What follows belongs to an exercise in optimizing a design on an open flow for small area; a production flow would make more cautious choices.
In this exercise RTL edits were held to simulation tests only and were not proved equivalent to the original.

==> run a: inputs <==
// Mips
module Mips (
    input clock,
    input reset,
    output [9:0] imem_addr,
    input [31:0] imem_data,
    output [9:0] dmem_addr,
    output [31:0] dmem_wdata,
    output dmem_we,
    input [31:0] dmem_rdata
);
==> module Mips, before the edit <==
module Mips (
    input clock,
    input reset,
    output [9:0] imem_addr,
    input [31:0] imem_data,
    output [9:0] dmem_addr,
    output [31:0] dmem_wdata,
    output dmem_we,
    input [31:0] dmem_rdata
);
    reg [4:0] ph;
    wire last = &ph;
    wire first = ~|ph;
    always @(posedge clock or negedge reset)
        if (!reset) ph <= 5'd0;
        else ph <= ph + 5'd1;
    reg init;
    always @(posedge clock or negedge reset)
        if (!reset) init <= 1'b1;
        else if (last) init <= 1'b0;
    wire [31:0] ins = imem_data;
    wire [5:0] op = ins[31:26];
    wire [5:0] fn = ins[5:0];
    wire [4:0] rs = ins[25:21];
    wire [4:0] rt = ins[20:16];
    wire [4:0] rd = ins[15:11];
    wire is_r   = (op == 6'h00);
    wire r_sll  = is_r & (fn == 6'h04);
    wire r_srl  = is_r & (fn == 6'h06);
    wire r_sra  = is_r & (fn == 6'h07);
    wire r_jr   = is_r & (fn == 6'h08);
    wire r_mult = is_r & (fn == 6'h18);
    wire r_addt = is_r & (fn[5:2] == 4'b1000);    
    wire r_logic = is_r & (fn[5:2] == 4'b1001);   
    wire i_j    = (op == 6'h02);
    wire i_br   = (op[5:2] == 4'b0001);           
    wire i_addt = (op[5:1] == 5'b00100);          
    wire i_logic = (op[5:2] == 4'b0011) & ~(op[1] & op[0]);  
    wire i_lw   = (op == 6'h23);
    wire i_sw   = (op == 6'h2b);
    wire use_imm = i_addt | i_logic | i_lw | i_sw;
    wire do_sub  = (r_addt & fn[1]) | i_br;
    wire trap    = (r_addt & ~fn[0]) | (i_addt & ~op[0]);
    wire is_add  = r_addt | i_addt;
    wire alu_wr  = r_addt | r_logic | i_addt | i_logic;
    wire [1:0] lsel = is_r ? fn[1:0] : op[1:0];
    wire shift   = r_sll | r_srl | r_sra;
    wire sb = ph[4] ? ins[15] : ins[ph[3:0]];
    reg cwe;           
    reg [4:0] crd;
    reg cA, cB, cS;    
    reg [4:0] X;       
    reg pend_sw;
    wire C;            
    wire [31:0] rout;
    wire wbit = C & ~init;
    genvar r;
    generate
        for (r = 0; r < 32; r = r + 1) begin : g_rf
            reg [31:0] q;
            wire we = init | (cwe & (crd == r));
            always @(posedge clock)
                q <= {we ? wbit : q[0], q[31:1]};
            assign rout[r] = q[0];
        end
    endgenerate
    wire fwdA = cwe & (crd == rs);
    wire fwdB = cwe & (crd == rt);
    wire a = ~init & (fwdA ? C : rout[rs]);
    wire b = ~init & (fwdB ? C : rout[rt]);
    wire op2 = use_imm ? sb : b;
    wire op2x = op2 ^ do_sub;
    reg cy;
    wire cin = first ? do_sub : cy;
    wire sum = a ^ op2x ^ cin;
    wire cout = (a & op2x) | (a & cin) | (op2x & cin);
    always @(posedge clock) cy <= cout;
    reg lo;
    always @(*)
        case (lsel)
            2'b00: lo = a & op2;
            2'b01: lo = a | op2;
            2'b10: lo = a ^ op2;
            default: lo = ~(a | op2);
        endcase
    wire alu_out = is_add ? sum : lo;
    wire V = alu_wr ? alu_out : b;
    reg neq;
    always @(posedge clock) neq <= (~first & neq) | (a ^ b);
    wire eq = ~(neq | (a ^ b));
    wire lt = a ^ op2x ^ cout;
    wire taken = (op[1:0] == 2'b00) ? eq :
                 (op[1:0] == 2'b01) ? ~eq :
                 (op[1:0] == 2'b10) ? (lt | eq) : ~(lt | eq);
    wire ovf = (a == op2x) & (sum != a);
    reg [9:0] PC;
    reg [9:0] DA;
    wire px = i_br & PC[ph[3:0]];
    reg tc;
    wire tcin = first ? i_br : tc;
    wire tbit = px ^ sb ^ tcin;
    always @(posedge clock) tc <= (px & sb) | (px & tcin) | (sb & tcin);
    wire win_lo = (ph < 5'd10);
    wire win_hi = (ph >= 5'd2) & (ph < 5'd12);
    wire da_en = (win_lo & (i_br | i_j | shift)) | (win_hi & (r_jr | i_lw | i_sw));
    wire din = (i_br | i_j) ? tbit : (i_lw | i_sw) ? sum : a;
    always @(posedge clock)
        if (da_en) DA <= {din, DA[9:1]};
    wire redirect = i_j | r_jr | (i_br & taken);
    always @(posedge clock or negedge reset)
        if (!reset) PC <= 10'd0;
        else if (last) PC <= redirect ? DA : PC + 10'd1;
    reg [31:0] RD;
    always @(posedge clock)
        if (last & i_lw) RD <= dmem_rdata;
        else RD <= {V, RD[31:1]};
    always @(posedge clock or negedge reset)
        if (!reset) begin
            cwe <= 1'b0;
            pend_sw <= 1'b0;
        end else if (last) begin
            cwe <= (alu_wr & ~(trap & ovf)) | i_lw | r_mult | shift;
            pend_sw <= i_sw;
        end
    always @(posedge clock)
        if (last) begin
            crd <= is_r ? rd : rt;
            cA <= r_mult | r_sll;
            cB <= r_srl | r_sra;
            cS <= r_sll | r_sra;
            X <= r_mult ? rs : DA[4:0];
        end
    wire u = cS ? (ph == X) : rout[X];
    wire v = RD[0];
    reg [15:0] MA, MB, R;
    reg [15:0] MAn, MBn, xr, yr;
    integer m;
    always @(*)
        for (m = 0; m < 16; m = m + 1) begin
            MAn[m] = (ph == m) ? u : MA[m];
            MBn[m] = (ph == m) ? v : MB[m];
            xr[m] = u & MB[m] & (ph > m);
            yr[m] = v & MAn[m] & (ph >= m);
        end
    wire [15:0] Rm = first ? 16'd0 : R;
    wire [16:0] tot = {1'b0, Rm} + {1'b0, xr} + {1'b0, yr};
    always @(posedge clock) begin
        MA <= MAn;
        MB <= MBn;
        R <= tot[16:1];
    end
    wire mul_out = tot[0];
    wire inrange = (ph <= ~X);
    reg Cprev;
    wire sh_out = inrange ? RD[X] : (cS & Cprev);
    assign C = cA ? mul_out : cB ? sh_out : RD[0];
    always @(posedge clock) Cprev <= C;
    assign imem_addr = PC;
    assign dmem_addr = DA;
    assign dmem_wdata = RD;
    assign dmem_we = pend_sw & first;
endmodule
export LEC_CHECK = 0
export CAP_MARGIN = 20
export CORE_MARGIN = 2
export CORE_UTILIZATION = 55
export CTS_BUF_LIST = sky130_fd_sc_hd__clkbuf_8
export CTS_CLUSTER_DIAMETER = 40
export CTS_CLUSTER_SIZE = 18
export SLEW_MARGIN = 20
create_clock -name core_clock -period 15.0 [get_ports {clock}]
run.sh (not shown) runs the stock make flow with config.mk's settings and CLKGATE_MAP_FILE= SYNTH_SCRIPT=/design/flow/synth_recipe.tcl, a recipe that flattens the netlist after the stock synthesis.
==> inputs of run b, as changes to run a <==
--- a/flow/design.v
+++ b/flow/design.v
@@ -9,11 +9,12 @@
     input [31:0] dmem_rdata
 );
     reg [4:0] ph;
+    wire [4:0] ph_inc = ph ^ {&ph[3:0], &ph[2:0], &ph[1:0], ph[0], 1'b1};
     wire last = &ph;
     wire first = ~|ph;
     always @(posedge clock or negedge reset)
         if (!reset) ph <= 5'd0;
-        else ph <= ph + 5'd1;
+        else ph <= ph_inc;
     reg init;
     always @(posedge clock or negedge reset)
         if (!reset) init <= 1'b1;
@@ -52,22 +53,21 @@
     reg [4:0] X;       
     reg pend_sw;
     wire C;            
-    wire [31:0] rout;
+    wire [31:0] rout, rin;
     wire wbit = C & ~init;
     genvar r;
     generate
         for (r = 0; r < 32; r = r + 1) begin : g_rf
             reg [31:0] q;
             wire we = init | (cwe & (crd == r));
+            assign rin[r] = we ? wbit : q[0];
             always @(posedge clock)
-                q <= {we ? wbit : q[0], q[31:1]};
+                q <= {rin[r], q[31:1]};
             assign rout[r] = q[0];
         end
     endgenerate
-    wire fwdA = cwe & (crd == rs);
-    wire fwdB = cwe & (crd == rt);
-    wire a = ~init & (fwdA ? C : rout[rs]);
-    wire b = ~init & (fwdB ? C : rout[rt]);
+    wire a = rin[rs];
+    wire b = rin[rt];
     wire op2 = use_imm ? sb : b;
     wire op2x = op2 ^ do_sub;
     reg cy;
@@ -95,6 +95,15 @@
     wire ovf = (a == op2x) & (sum != a);
     reg [9:0] PC;
     reg [9:0] DA;
+    wire [10:0] pck;
+    assign pck[0] = 1'b1;
+    genvar gp;
+    generate
+        for (gp = 0; gp < 10; gp = gp + 1) begin : g_pcinc
+            assign pck[gp+1] = pck[gp] & PC[gp];
+        end
+    endgenerate
+    wire [9:0] pc_inc = PC ^ pck[9:0];
     wire px = i_br & PC[ph[3:0]];
     reg tc;
     wire tcin = first ? i_br : tc;
@@ -109,7 +118,7 @@
     wire redirect = i_j | r_jr | (i_br & taken);
     always @(posedge clock or negedge reset)
         if (!reset) PC <= 10'd0;
-        else if (last) PC <= redirect ? DA : PC + 10'd1;
+        else if (last) PC <= redirect ? DA : pc_inc;
     reg [31:0] RD;
     always @(posedge clock)
         if (last & i_lw) RD <= dmem_rdata;
@@ -139,15 +148,27 @@
         for (m = 0; m < 16; m = m + 1) begin
             MAn[m] = (ph == m) ? u : MA[m];
             MBn[m] = (ph == m) ? v : MB[m];
-            xr[m] = u & MB[m] & (ph > m);
-            yr[m] = v & MAn[m] & (ph >= m);
+            xr[m] = u & MB[m];
+            yr[m] = v & MAn[m];
         end
-    wire [15:0] Rm = first ? 16'd0 : R;
-    wire [16:0] tot = {1'b0, Rm} + {1'b0, xr} + {1'b0, yr};
+    wire [15:0] ms = R ^ xr ^ yr;
+    wire [15:0] mc = (R & xr) | (R & yr) | (xr & yr);
+    wire [16:0] tot;
+    wire [16:0] mk;
+    assign tot[0] = ms[0];
+    assign mk[1] = 1'b0;
+    genvar gi;
+    generate
+        for (gi = 1; gi < 16; gi = gi + 1) begin : g_mrip
+            assign tot[gi] = ms[gi] ^ mc[gi-1] ^ mk[gi];
+            assign mk[gi+1] = (ms[gi] & mc[gi-1]) | (ms[gi] & mk[gi]) | (mc[gi-1] & mk[gi]);
+        end
+    endgenerate
+    assign tot[16] = mc[15] ^ mk[16];
     always @(posedge clock) begin
-        MA <= MAn;
-        MB <= MBn;
-        R <= tot[16:1];
+        MA <= last ? 16'd0 : MAn;
+        MB <= last ? 16'd0 : MBn;
+        R <= last ? 16'd0 : tot[16:1];
     end
     wire mul_out = tot[0];
     wire inrange = (ph <= ~X);
==> flow/flow/run.sh (new file) <==
#!/bin/bash
# Own layout flow: the standard ORFS flow (standard.sh) with
#  - the standard synthesis script, except that Yosys extracts only full
#    adders (no half adders) and ABC maps with an area-oriented script
#    (flow/area.abc);
#    registers, their names and cells are those of the standard synthesis;
#  - port buffers of the smallest buffer cell;
#  - CTS without dummy loads, with larger sink clusters.
# Every tool's output goes to the ORFS logs under orfs/logs and to own_flow.log.
set -euo pipefail
HERE=$(pwd)
S=$FLOW_HOME/scripts/synth.tcl
sed -e 's|^  extract_fa {\*}\[dont_use_extract_fa_args\]$|  extract_fa -fa|' \
    -e "s|^  log_cmd abc {\*}\$abc_args\$|  set abc_args [lreplace \$abc_args 1 1 $HERE/flow/area.abc]\n  log_cmd abc {*}\$abc_args|" \
    "$S" > own_synth.tcl
grep -q '^  extract_fa -fa$' own_synth.tcl
grep -q 'flow/area.abc' own_synth.tcl
sed "s|source \$::env(SCRIPTS_DIR)/synth.tcl|source $HERE/own_synth.tcl|" synth_recipe.tcl > own_synth_recipe.tcl
grep -q own_synth.tcl own_synth_recipe.tcl
sed "s|SYNTH_SCRIPT=[^ ]*|SYNTH_SCRIPT=$HERE/own_synth_recipe.tcl|" standard.sh > own_standard.sh
grep -q own_synth_recipe.tcl own_standard.sh
export BUFFER_PORTS_ARGS="-buffer_cell sky130_fd_sc_hd__buf_1"
export CTS_ARGS="-sink_clustering_enable -repair_clock_nets -sink_clustering_size 38 -sink_clustering_max_diameter 62 -buf_list sky130_fd_sc_hd__clkbuf_16 -dont_use_dummy_load"
bash own_standard.sh > own_flow.log 2>&1
==> flow/flow/area.abc (new file) <==
strash
dch -f
amap
topo
==> flow/standard.sh (new file) <==
#!/bin/bash
# synth_recipe.tcl (not shown) runs the flow's synth.tcl, then flattens the netlist and writes it again
# the make line also repeats each setting of config.mk as NAME=value (left out here)
make -C /OpenROAD-flow-scripts/flow DESIGN_CONFIG=/design/flow/config.mk WORK_HOME=/design/flow/orfs CLKGATE_MAP_FILE= SYNTH_SCRIPT=/design/flow/synth_recipe.tcl "${@:-finish}"
==> flow/config.mk (replaced) <==
export PLATFORM = sky130hd
export DESIGN_NAME = Mips
export DESIGN_NICKNAME = Mips
export VERILOG_FILES = /design/flow/design.v
export SDC_FILE = /design/flow/constraint.sdc
export NUM_CORES = 8
export LEC_CHECK = 0
export CAP_MARGIN = 20
export CORE_MARGIN = 2
export CORE_UTILIZATION = 58
export SLEW_MARGIN = 20
removed: flow/run.sh
==> inputs of run c, as changes to run a <==
--- a/flow/design.v
+++ b/flow/design.v
@@ -9,11 +9,12 @@
     input [31:0] dmem_rdata
 );
     reg [4:0] ph;
+    wire [4:0] ph_inc = ph ^ {&ph[3:0], &ph[2:0], &ph[1:0], ph[0], 1'b1};
     wire last = &ph;
     wire first = ~|ph;
     always @(posedge clock or negedge reset)
         if (!reset) ph <= 5'd0;
-        else ph <= ph + 5'd1;
+        else ph <= ph_inc;
     reg init;
     always @(posedge clock or negedge reset)
         if (!reset) init <= 1'b1;
@@ -52,22 +53,21 @@
     reg [4:0] X;       
     reg pend_sw;
     wire C;            
-    wire [31:0] rout;
+    wire [31:0] rout, rin;
     wire wbit = C & ~init;
     genvar r;
     generate
         for (r = 0; r < 32; r = r + 1) begin : g_rf
             reg [31:0] q;
             wire we = init | (cwe & (crd == r));
+            assign rin[r] = we ? wbit : q[0];
             always @(posedge clock)
-                q <= {we ? wbit : q[0], q[31:1]};
+                q <= {rin[r], q[31:1]};
             assign rout[r] = q[0];
         end
     endgenerate
-    wire fwdA = cwe & (crd == rs);
-    wire fwdB = cwe & (crd == rt);
-    wire a = ~init & (fwdA ? C : rout[rs]);
-    wire b = ~init & (fwdB ? C : rout[rt]);
+    wire a = rin[rs];
+    wire b = rin[rt];
     wire op2 = use_imm ? sb : b;
     wire op2x = op2 ^ do_sub;
     reg cy;
@@ -95,6 +95,15 @@
     wire ovf = (a == op2x) & (sum != a);
     reg [9:0] PC;
     reg [9:0] DA;
+    wire [10:0] pck;
+    assign pck[0] = 1'b1;
+    genvar gp;
+    generate
+        for (gp = 0; gp < 10; gp = gp + 1) begin : g_pcinc
+            assign pck[gp+1] = pck[gp] & PC[gp];
+        end
+    endgenerate
+    wire [9:0] pc_inc = PC ^ pck[9:0];
     wire px = i_br & PC[ph[3:0]];
     reg tc;
     wire tcin = first ? i_br : tc;
@@ -109,7 +118,7 @@
     wire redirect = i_j | r_jr | (i_br & taken);
     always @(posedge clock or negedge reset)
         if (!reset) PC <= 10'd0;
-        else if (last) PC <= redirect ? DA : PC + 10'd1;
+        else if (last) PC <= redirect ? DA : pc_inc;
     reg [31:0] RD;
     always @(posedge clock)
         if (last & i_lw) RD <= dmem_rdata;
@@ -139,15 +148,27 @@
         for (m = 0; m < 16; m = m + 1) begin
             MAn[m] = (ph == m) ? u : MA[m];
             MBn[m] = (ph == m) ? v : MB[m];
-            xr[m] = u & MB[m] & (ph > m);
-            yr[m] = v & MAn[m] & (ph >= m);
+            xr[m] = u & MB[m];
+            yr[m] = v & MAn[m];
         end
-    wire [15:0] Rm = first ? 16'd0 : R;
-    wire [16:0] tot = {1'b0, Rm} + {1'b0, xr} + {1'b0, yr};
+    wire [15:0] ms = R ^ xr ^ yr;
+    wire [15:0] mc = (R & xr) | (R & yr) | (xr & yr);
+    wire [16:0] tot;
+    wire [16:0] mk;
+    assign tot[0] = ms[0];
+    assign mk[1] = 1'b0;
+    genvar gi;
+    generate
+        for (gi = 1; gi < 16; gi = gi + 1) begin : g_mrip
+            assign tot[gi] = ms[gi] ^ mc[gi-1] ^ mk[gi];
+            assign mk[gi+1] = (ms[gi] & mc[gi-1]) | (ms[gi] & mk[gi]) | (mc[gi-1] & mk[gi]);
+        end
+    endgenerate
+    assign tot[16] = mc[15] ^ mk[16];
     always @(posedge clock) begin
-        MA <= MAn;
-        MB <= MBn;
-        R <= tot[16:1];
+        MA <= last ? 16'd0 : MAn;
+        MB <= last ? 16'd0 : MBn;
+        R <= last ? 16'd0 : tot[16:1];
     end
     wire mul_out = tot[0];
     wire inrange = (ph <= ~X);
==> flow/flow/run.sh (new file) <==
#!/bin/bash
# Own layout flow: the standard ORFS flow (standard.sh) with
#  - the standard synthesis script, except that Yosys extracts only full
#    adders (no half adders) and ABC maps with an area-oriented script
#    (flow/area.abc);
#    registers, their names and cells are those of the standard synthesis;
#  - port buffers of the smallest buffer cell;
#  - CTS without dummy loads, with larger sink clusters.
# Every tool's output goes to the ORFS logs under orfs/logs and to own_flow.log.
set -euo pipefail
HERE=$(pwd)
S=$FLOW_HOME/scripts/synth.tcl
sed -e 's|^  extract_fa {\*}\[dont_use_extract_fa_args\]$|  extract_fa -fa|' \
    -e "s|^  log_cmd abc {\*}\$abc_args\$|  set abc_args [lreplace \$abc_args 1 1 $HERE/flow/area.abc]\n  log_cmd abc {*}\$abc_args|" \
    "$S" > own_synth.tcl
grep -q '^  extract_fa -fa$' own_synth.tcl
grep -q 'flow/area.abc' own_synth.tcl
sed "s|source \$::env(SCRIPTS_DIR)/synth.tcl|source $HERE/own_synth.tcl|" synth_recipe.tcl > own_synth_recipe.tcl
grep -q own_synth.tcl own_synth_recipe.tcl
sed "s|SYNTH_SCRIPT=[^ ]*|SYNTH_SCRIPT=$HERE/own_synth_recipe.tcl|" standard.sh > own_standard.sh
grep -q own_synth_recipe.tcl own_standard.sh
export BUFFER_PORTS_ARGS="-buffer_cell sky130_fd_sc_hd__buf_1"
export CTS_ARGS="-sink_clustering_enable -repair_clock_nets -sink_clustering_size 40 -sink_clustering_max_diameter 60 -buf_list sky130_fd_sc_hd__clkbuf_16 -dont_use_dummy_load"
bash own_standard.sh > own_flow.log 2>&1
==> flow/flow/area.abc (new file) <==
strash
dch -f
amap
topo
==> flow/standard.sh (new file) <==
#!/bin/bash
# synth_recipe.tcl (not shown) runs the flow's synth.tcl, then flattens the netlist and writes it again
# the make line also repeats each setting of config.mk as NAME=value (left out here)
make -C /OpenROAD-flow-scripts/flow DESIGN_CONFIG=/design/flow/config.mk WORK_HOME=/design/flow/orfs CLKGATE_MAP_FILE= SYNTH_SCRIPT=/design/flow/synth_recipe.tcl "${@:-finish}"
==> flow/config.mk (replaced) <==
export PLATFORM = sky130hd
export DESIGN_NAME = Mips
export DESIGN_NICKNAME = Mips
export VERILOG_FILES = /design/flow/design.v
export SDC_FILE = /design/flow/constraint.sdc
export NUM_CORES = 8
export LEC_CHECK = 0
export CAP_MARGIN = 20
export CORE_MARGIN = 2
export CORE_UTILIZATION = 50
export SLEW_MARGIN = 20
removed: flow/run.sh
==> inputs of run d, as changes to run a <==
==> flow/flow/run.sh (new file) <==
#!/bin/bash
# Own layout flow: the standard ORFS flow (standard.sh) with
#  - the standard synthesis script, except that Yosys does not extract full
#    adders and ABC maps with an area-oriented script (flow/area.abc);
#    registers, their names and cells are those of the standard synthesis;
#  - port buffers of the smallest buffer cell;
#  - CTS without dummy loads, with larger sink clusters.
# Every tool's output goes to the ORFS logs under orfs/logs and to own_flow.log.
set -euo pipefail
HERE=$(pwd)
S=$FLOW_HOME/scripts/synth.tcl
sed -e 's|^  extract_fa {\*}\[dont_use_extract_fa_args\]$|  # extract_fa skipped|' \
    -e "s|^  log_cmd abc {\*}\$abc_args\$|  set abc_args [lreplace \$abc_args 1 1 $HERE/flow/area.abc]\n  log_cmd abc {*}\$abc_args|" \
    "$S" > own_synth.tcl
grep -q '# extract_fa skipped' own_synth.tcl
grep -q 'flow/area.abc' own_synth.tcl
sed "s|source \$::env(SCRIPTS_DIR)/synth.tcl|source $HERE/own_synth.tcl|" synth_recipe.tcl > own_synth_recipe.tcl
grep -q own_synth.tcl own_synth_recipe.tcl
sed "s|SYNTH_SCRIPT=[^ ]*|SYNTH_SCRIPT=$HERE/own_synth_recipe.tcl|" standard.sh > own_standard.sh
grep -q own_synth_recipe.tcl own_standard.sh
export BUFFER_PORTS_ARGS="-buffer_cell sky130_fd_sc_hd__buf_1"
export CTS_ARGS="-sink_clustering_enable -repair_clock_nets -sink_clustering_size 48 -sink_clustering_max_diameter 45 -buf_list sky130_fd_sc_hd__clkbuf_16 -dont_use_dummy_load"
bash own_standard.sh > own_flow.log 2>&1
==> flow/flow/area.abc (new file) <==
strash
dch -f
amap
topo
==> flow/standard.sh (new file) <==
#!/bin/bash
# synth_recipe.tcl (not shown) runs the flow's synth.tcl, then flattens the netlist and writes it again
# the make line also repeats each setting of config.mk as NAME=value (left out here)
make -C /OpenROAD-flow-scripts/flow DESIGN_CONFIG=/design/flow/config.mk WORK_HOME=/design/flow/orfs CLKGATE_MAP_FILE= SYNTH_SCRIPT=/design/flow/synth_recipe.tcl "${@:-finish}"
==> flow/config.mk (replaced) <==
export PLATFORM = sky130hd
export DESIGN_NAME = Mips
export DESIGN_NICKNAME = Mips
export VERILOG_FILES = /design/flow/design.v
export SDC_FILE = /design/flow/constraint.sdc
export NUM_CORES = 8
export LEC_CHECK = 0
export CAP_MARGIN = 20
export CORE_MARGIN = 2
export CORE_UTILIZATION = 65
export SLEW_MARGIN = 20
removed: flow/run.sh
==> impl_metrics.ini <==
[status]
outcome = complete, no violations

[clocking]
insertion_delay_ps = 630

[sta]
whs_ps = 269

[setup_path]
cp.arrival_ps = 9270
path_buf_inv = 4
critical_path.top_delay_family = compound AO/OA/AOI/OAI gates

[cells_and_area]
clockBufferCount = 71
area_growth_pct = 10.7

[detailed_routing]
routedWlPerCell_um = 20.2

[global_routing]
grt_start_max_net_pins = 66

[synthesis]
synth-compound-area-share_pct = 9.89
[end of results for run d]
==> impl_metrics.ini <==
[status]
outcome = complete, no violations

[cells_and_area]
area_growth_pct = 15.1

[sta]
setup_viol = 0

[setup_path]
worstPathCellList = mux4_2 -> mux4_2 -> mux2i_1 -> o32a_1 -> inv_1 -> nand3_1 -> fa_1 -> nand2b_1 -> nand2_1 -> nor4_1 -> a32o_1 -> buf_4 -> a211o_1 -> mux2i_1 -> xor2_1 -> fa_1 -> a21boi_0 -> nor3b_1 -> a21oi_2 -> and2_4 -> o221ai_2
critical_path.top_delay_family = compound AO/OA/AOI/OAI gates
path_buf_inv = 2
ff2ff_path_depth = 21
cp.arrival_ps = 7930

[global_routing]
grt_start_max_net_pins = 39

[synthesis]
synth-compound-area-share_pct = 4.02

[detailed_routing]
routedWlPerCell_um = 16.0
[end of results for run a]
==> impl_metrics.ini <==
[cells_and_area]
fin_cells = 2811
area_growth_pct = 9.42

[setup_path]
path_buf_inv = 2
cp.arrival_ps = 10890
critical_path.top_delay_family = adder cells

[clocking]
cts_sinks = 1149
insertion_delay_ps = 640

[sta]
finalWorstSetupSlack_ps = 4530
whs_ps = 265

[place]
dp.cells = 2762

[global_routing]
top_usage_layer = met2
grt_start_max_net_pins = 75

[synthesis]
synth-compound-area-share_pct = 8.08
ys_seq_area_share_pct = 83.9

[status]
outcome = complete, no violations

[detailed_routing]
routedWlPerCell_um = 16.4
[end of results for run c]
==> impl_metrics.ini <==
[setup_path]
cp.arrival_ps = 10860
path_buf_inv = 2
critical_path.top_delay_family = adder cells

[cells_and_area]
area_growth_pct = 8.71
clockBufferCount = 46

[status]
outcome = complete, no violations

[sta]
whs_ps = 267

[global_routing]
grt_start_max_net_pins = 74

[detailed_routing]
routedWlPerCell_um = 16.9

[synthesis]
synth-compound-area-share_pct = 8.08
[end of results for run b]

port drivers added, routing unchanged:
How much do the figures lean on ideal ports? The routed layouts below were timed once more, with nothing changed but the port constraints.
Step 1 assumes that a clkbuf_16 drives the clock port and a buf_2 every other input.
Step 2 moves the port delays by t, midway between the first and last clock arrival at a register: inputs arrive t later, outputs are due t later. That takes back most of the time a late clock gives input paths.
Three values: ideal ports, drivers, drivers and shift; two values: the first two.
run	shift t [ns]	setup slack, ns	worst register clock-pin slew, ns	worst slew at a driven data input, ns	pins driven straight from the clock port
run a	0.750	7.613 / 7.613 / 7.009	0.10 / 0.10	0.11	1
run b	0.646	4.552 / 4.552 / 4.552	0.12 / 0.12	0.07	1
run c	0.652	4.531 / 4.531 / 4.531	0.13 / 0.13	0.09	1
run d	0.648	6.232 / 6.232 / 5.866	0.11 / 0.11	0.07	1
After both steps setup and hold are still met in every run listed. For run a, which loses most, drivers alone change the setup slack by 0.000 ns; drivers and shift together by -0.604 ns.
